This is an optimization exercise on Yosys and OpenROAD, whose aim is small area, not a production implementation. In this exercise RTL edits were held to simulation tests only and were not proved equivalent to the original.

==> flow/design.v <==
package InstructionSetPkg;
	parameter DataWidth          = 16;
	parameter ImmediateWidth     = 6;
	parameter ImmediateHighStart = 11;
	typedef enum logic [3:0] {
		NAND = 4'd0,
		ROL  = 4'd1,
		MOVE = 4'd2,
		NOR  = 4'd3,
		ROR  = 4'd4,
		LIL  = 4'd5,
		LIU  = 4'd6,
		ADC  = 4'd7,
		SUB  = 4'd8,
		DIV  = 4'd9,
		MOD  = 4'd10,
		MUL  = 4'd11,
		MUH  = 4'd12,
		NOP13 = 4'd13,
		NOP14 = 4'd14,
		NOP15 = 4'd15
	} eOperation;
	typedef struct packed {
		logic Overflow;
		logic Parity;
		logic Negative;
		logic Zero;
		logic Carry;
	} sFlags;
endpackage
module CondNeg (input logic [15:0] X, input logic Neg, output logic [15:0] Y);
	logic [16:0] t;
	assign t[0] = 1'b0;
	genvar k;
	generate for (k = 0; k < 16; k++) begin : g
		assign Y[k]   = X[k] ^ t[k];
		assign t[k+1] = t[k] | (Neg & X[k]);
	end endgenerate
endmodule
module UMul16 (input logic [15:0] A, input logic [15:0] B, output logic [31:0] P);
	logic [29:0] p15;
	UMul15 core (.A(A[14:0]), .B(B[14:0]), .P(p15));
	assign P[14:0]  = p15[14:0];
	assign P[30:15] = {1'b0, p15[29:15]} | (B & {16{A[15]}}) | (A & {16{B[15]}});
	assign P[31]    = 1'b0;
endmodule
module UMul15 (input logic [14:0] A, input logic [14:0] B, output logic [29:0] P);
	logic [14:0] accn [0:14];
	logic        topn [0:14];
	genvar i, k;
	generate
		assign accn[0] = ~(A & {15{B[0]}});
		assign topn[0] = 1'b1;
		assign P[0] = ~accn[0][0];
		for (i = 1; i < 15; i++) begin : row
			logic [14:0] inn, ppn;
			logic [15:0] cyn;
			assign inn = {topn[i-1], accn[i-1][14:1]};
			assign ppn = ~(A & {15{B[i]}});
			assign cyn[0] = 1'b1;
			for (k = 0; k < 15; k++) begin : b
				assign accn[i][k] = inn[k] ^ ppn[k] ^ cyn[k];
				assign cyn[k+1]   = (inn[k] & ppn[k]) | (inn[k] & cyn[k]) | (ppn[k] & cyn[k]);
			end
			assign topn[i] = cyn[15];
			assign P[i] = ~accn[i][0];
		end
		assign P[29:15] = ~{topn[14], accn[14][14:1]};
	endgenerate
endmodule
module DivSteps #(parameter int JHI = 15, parameter int JLO = 0)
(
	input  logic [15:0]      WordIn,
	input  logic [15:0]      ND,
	input  logic             En,
	input  logic             Cin,
	input  logic             Force,
	output logic [15:0]      WordOut,
	output logic [JHI:JLO]   Q,
	output logic             Cout
);
	logic [15:0] nD;
	logic [16:0] dHigh;    
	logic [15:0] word [JLO:JHI+1];
	assign nD = ND;
	assign dHigh[16] = 1'b0;
	assign word[JHI+1] = WordIn;
	genvar j, k;
	generate
		for (k = 15; k >= 0; k--) begin : dh
			assign dHigh[k] = dHigh[k+1] | ~nD[k];
		end
		for (j = JHI; j >= JLO; j--) begin : step
			localparam int W = 16 - j;
			logic [W-1:0] rp;
			assign rp = word[j+1][15:j];
			if (((JHI - j) % 2) == 0) begin : pos
				logic [W-1:0] diff;
				logic [W:0]   cy;
				assign cy[0] = (j == JLO) ? Cin : 1'b1;
				for (k = 0; k < W; k++) begin : b
					assign diff[k] = rp[k] ^ nD[k] ^ cy[k];
					assign cy[k+1] = (rp[k] & nD[k]) | (rp[k] & cy[k]) | (nD[k] & cy[k]);
				end
				assign Q[j] = En & cy[W] & ~dHigh[W];
				if (j == JLO) begin : co
					assign Cout = cy[W];
				end
				if (j == 0) begin : last
					assign word[j] = (Q[j] | ((j == JLO) & Force)) ? diff : rp;
				end else begin : mid
					assign word[j] = {(Q[j] | ((j == JLO) & Force)) ? diff : rp, word[j+1][j-1:0]};
				end
			end else begin : neg
				logic [W-1:0] rpn, diffn;
				logic [W:0]   cyn;
				assign rpn = ~rp;
				assign cyn[0] = (j == JLO) ? ~Cin : 1'b0;
				for (k = 0; k < W; k++) begin : b
					assign diffn[k] = rpn[k] ^ ~nD[k] ^ cyn[k];
					assign cyn[k+1] = (rpn[k] & ~nD[k]) | (rpn[k] & cyn[k]) | (~nD[k] & cyn[k]);
				end
				assign Q[j] = En & ~cyn[W] & ~dHigh[W];
				if (j == JLO) begin : co
					assign Cout = ~cyn[W];
				end
				if (j == 0) begin : last
					assign word[j] = (Q[j] | ((j == JLO) & Force)) ? ~diffn : rp;
				end else begin : mid
					assign word[j] = {(Q[j] | ((j == JLO) & Force)) ? ~diffn : rp, word[j+1][j-1:0]};
				end
			end
		end
	endgenerate
	assign WordOut = word[JLO];
endmodule
module AluTop
(
	input  logic        Clock,
	input  logic [3:0]  Operation,
	input  logic [4:0]  InFlags,
	input  logic [5:0]  InImm,
	input  logic [15:0] InSrc,
	input  logic [15:0] InDest,
	output logic [15:0] OutDest,
	output logic [4:0]  OutFlags
);
	logic        sN, sS;
	logic [15:0] aN, aS;
	assign sN = InDest[15];
	assign sS = InSrc[15];
	CondNeg absN (.X(InDest), .Neg(sN), .Y(aN));
	CondNeg absS (.X(InSrc),  .Neg(sS), .Y(aS));
	logic [31:0] prod;
	UMul16 mul (.A(aN), .B(aS), .P(prod));
	logic        isDiv, isMod, srcZero, enA;
	logic [15:0] wordA;
	logic [15:8] qA;
	assign isDiv   = (Operation == 4'd9);
	assign isMod   = (Operation == 4'd10);
	assign srcZero = (InSrc == 16'd0);
	assign enA     = (isDiv | isMod) & ~srcZero;
	logic        coA;
	DivSteps #(.JHI(15), .JLO(8)) divA (.WordIn(aN), .ND(~aS), .En(enA), .Cin(1'b1), .Force(1'b0),
		.WordOut(wordA), .Q(qA), .Cout(coA));
	logic        isSub, isAddSub, c;
	logic [15:0] addB;
	assign c        = InFlags[0];
	assign isSub    = (Operation == 4'd8);
	assign isAddSub = (Operation == 4'd7) || isSub;
	assign addB     = InSrc ^ {16{isSub}};
	logic [15:0] valA;
	logic [4:0]  flagsA;
	logic        selA, negA, updA;
	always_comb begin
		flagsA = InFlags;
		case (Operation)
			4'd0:  valA = ~(InSrc & InDest);
			4'd1:  valA = {InSrc[14:0], c};
			4'd2:  valA = InSrc;
			4'd3:  valA = ~(InSrc | InDest);
			4'd4:  valA = {c, InSrc[15:1]};
			4'd5:  valA = {{10{InImm[5]}}, InImm};
			4'd6:  valA = InImm[5] ? {InImm[4:0], InDest[10:0]} : {{4{InImm[5]}}, InImm, InDest[5:0]};
			4'd7, 4'd8: valA = InDest;
			4'd11: valA = prod[15:0];
			4'd12: valA = prod[31:16];
			4'd9, 4'd10: valA = srcZero ? 16'd0 : wordA;
			default: valA = 16'd0;
		endcase
		if (Operation == 4'd1) flagsA[0] = InSrc[15];
		if (Operation == 4'd4) flagsA[0] = InSrc[0];
		if (isAddSub) begin
			flagsA[0] = c ^ isSub;    
			flagsA[4] = isSub;
		end
		updA = (Operation >= 4'd7 && Operation <= 4'd12);
		selA = enA ? isDiv : updA;
		negA = 1'b0;
		if (Operation == 4'd11 || Operation == 4'd12) negA = sN ^ sS;
		if (enA) negA = isDiv ? (sN ^ sS) : sN;
	end
	logic [15:0] valB, ndB;
	logic [15:8] qB;
	logic [1:0]  flagsB;    
	logic        enB, selB, negB;
	always_ff @(posedge Clock) begin
		valB   <= valA;
		ndB    <= isAddSub ? addB : updA ? ~aS : {~aS[15:3], flagsA[3:1]};
		qB     <= {qA[15] | isAddSub, qA[14:8]};
		flagsB <= {flagsA[4], flagsA[0]};
		enB    <= enA;
		selB   <= selA;
		negB   <= negA;
	end
	logic [15:0] wordB;
	logic [7:3]  qBn;
	logic        coB;
	DivSteps #(.JHI(7), .JLO(3)) divB (.WordIn(valB), .ND(ndB), .En(enB), .Cin(1'b1), .Force(1'b0),
		.WordOut(wordB), .Q(qBn), .Cout(coB));
	logic [15:0] valC, ndC;
	logic [15:3] qC;
	logic [1:0]  flagsC;
	logic        enC, selC, negC;
	always_ff @(posedge Clock) begin
		valC   <= wordB;
		ndC    <= ndB;
		qC     <= {qB, qBn};
		flagsC <= flagsB;
		enC    <= enB;
		selC   <= selB;
		negC   <= negB;
	end
	logic [15:0] wordC, mag;
	logic [2:0]  qCn;
	logic        addC, coC;
	assign addC = ~enC & qC[15];
	DivSteps #(.JHI(2), .JLO(0)) divC (.WordIn(valC), .ND(ndC), .En(enC), .Cin(~addC | flagsC[0]),
		.Force(addC), .WordOut(wordC), .Q(qCn), .Cout(coC));
	assign mag = (enC & selC) ? {qC, qCn} : wordC;
	CondNeg negR (.X(mag), .Neg(negC), .Y(OutDest));
	always_comb begin
		OutFlags = {flagsC[1], ndC[2:0], flagsC[0]};
		if (addC) begin
			OutFlags[0] = coC ^ flagsC[1];
			OutFlags[4] = (valC[15] ^ OutDest[15]) & ~(valC[15] ^ ndC[15]);
		end
		if (enC | selC) begin
			OutFlags[1] = ~|OutDest;
			OutFlags[2] = OutDest[15];
			OutFlags[3] = ~^OutDest;
		end
	end
endmodule
==> flow/config.mk <==
export PLATFORM = sky130hd
export DESIGN_NAME = AluTop
export DESIGN_NICKNAME = AluTop
export VERILOG_FILES = /design/flow/design.v
export SDC_FILE = /design/flow/constraint.sdc
export NUM_CORES = 4
export LEC_CHECK = 0
export CAP_MARGIN = 0
export CORE_MARGIN = 2
export CORE_UTILIZATION = 65
export CTS_BUF_LIST = sky130_fd_sc_hd__clkbuf_8
export CTS_CLUSTER_SIZE = 20
export SLEW_MARGIN = 0
==> flow/constraint.sdc <==
create_clock -name core_clock -period 34.0 [get_ports {Clock}]
set_input_delay 6.8000 -clock core_clock [delete_from_list [all_inputs] [get_ports {Clock}]]
set_output_delay 6.8000 -clock core_clock [all_outputs]
set_load 0.01 [all_outputs]
standard.sh (not shown) runs the stock make flow with config.mk's settings and CLKGATE_MAP_FILE= SYNTH_SCRIPT=/design/flow/synth_recipe.tcl, a recipe that flattens the netlist after the stock synthesis.
==> flow/flow/run.sh <==
#!/bin/bash
# Layout flow: the standard layout (standard.sh) with an area-oriented
# synthesis in front of it.
#  2. the same ORFS synthesis run with flow/my_synth.tcl: Yosys's synth
#     without its quick ABC pass, so that the full adders written in the RTL
#     are extracted as written, and the final ABC mapping with
#     flow/abc_area.script (area-oriented standard-cell mapping).
#  3. flow/regnames.py gives that netlist's flip-flops the standard names
#     (paired by the net on their Q pin); if anything does not pair one to
#     one, the standard netlist is kept.
#  4. standard.sh finish on the chosen netlist, with a buf_1 as the buffer
#     that every input and output port gets.
# Each tool's output goes to a log file of its own in the work folder.
set -uo pipefail
W=$(pwd)
F=$W/flow
R=$W/orfs/results/$FLOW_PLATFORM/AluTop/base
A=$W/area/results/$FLOW_PLATFORM/AluTop/base

bash standard.sh synth > "$W/log_1_standard_synth.txt" 2>&1 || exit 1
cp "$R/1_2_yosys.v" "$W/standard_1_2_yosys.v"

MY_ABC_SCRIPT=$F/abc_area.script bash standard.sh SYNTH_SCRIPT=$F/my_synth.tcl WORK_HOME=$W/area synth \
	> "$W/log_2_area_synth.txt" 2>&1
if [[ -f $A/1_2_yosys.v ]] && python3 "$F/regnames.py" "$W/standard_1_2_yosys.v" "$A/1_2_yosys.v" \
	"$W/area_1_2_yosys.v" > "$W/log_3_regnames.txt" 2>&1; then
	cp "$W/area_1_2_yosys.v" "$R/1_2_yosys.v"
	touch "$R/1_2_yosys.v"
	echo "using the area synthesis" >> "$W/log_3_regnames.txt"
else
	echo "using the standard synthesis" >> "$W/log_3_regnames.txt"
fi

bash standard.sh "BUFFER_PORTS_ARGS=-buffer_cell sky130_fd_sc_hd__buf_1" finish > "$W/log_4_layout.txt" 2>&1
==> flow/flow/abc_area.script <==
strash
dch
amap
topo
stime -c
Other scripts of this flow, unchanged in this note and not shown: flow/flow/my_synth.tcl, flow/flow/regnames.py
Edit:
==> flow/flow/abc_area.script (replaced) <==
strash
dch -f
amap -m -A 8 -F 2
topo
stime -c
Effect: The new run passed the timing, DRC and antenna checks. Clock-buffer cell count came out higher by 1. Register-to-register slack improved by 70 ps. Routed wire length came out higher by a few percent. Worst setup slack improved by 150 ps. Utilization came out lower by 0.46 points. Non-clock buffer count came out lower by 6. Die area came out lower slightly. Sequential cell count stays the same. Design area came out lower slightly.
Edit:
- CAP_MARGIN: 0 -> 10
- GPL_TIMING_DRIVEN: unset -> 0
- SLEW_MARGIN: 0 -> 10
Result:
- The new run passed the timing, DRC and antenna checks
- die area is unchanged
- area after synthesis stays the same
- clock-buffer cell count drops by 1
- setup slack is worse by 260 ps
- critical path depth does not change
- routed wire length rises by 1.0%
- fmax decreases by 0.80%
- core utilization is about the same
- register-to-register slack degrades by 660 ps
- flip-flop and latch count is unchanged

==> what the ideal ports hide <==
How much do the figures lean on ideal ports? The routed layouts below were timed once more, with nothing changed but the port constraints.
Step 1: set_driving_cell puts a clkbuf_16 on Clock and a buf_2 on each other input, an assumption about the parent block.
Step 2 moves the port delays by t, midway between the first and last clock arrival at a register: inputs arrive t later, outputs are due t later. That takes back most of the time a late clock gives input paths.
a / b / c = no drivers / after step 1 / after step 2; a / b = the first two.
run	shift t [ns]	slack for setup (ns)	hold WS [ns]	clock arrival spread, ns	pins driven straight from the clock port
the first run	0.399	1.368 / 1.328 / 1.727	0.339 / 0.339 / 0.339	0.026 / 0.025	1
the second run	0.393	1.515 / 1.478 / 1.870	0.327 / 0.327 / 0.327	0.009 / 0.009	1
the third run	0.398	1.253 / 1.216 / 1.614	0.326 / 0.326 / 0.326	0.014 / 0.014	1
After both steps every run listed still meets setup and hold.
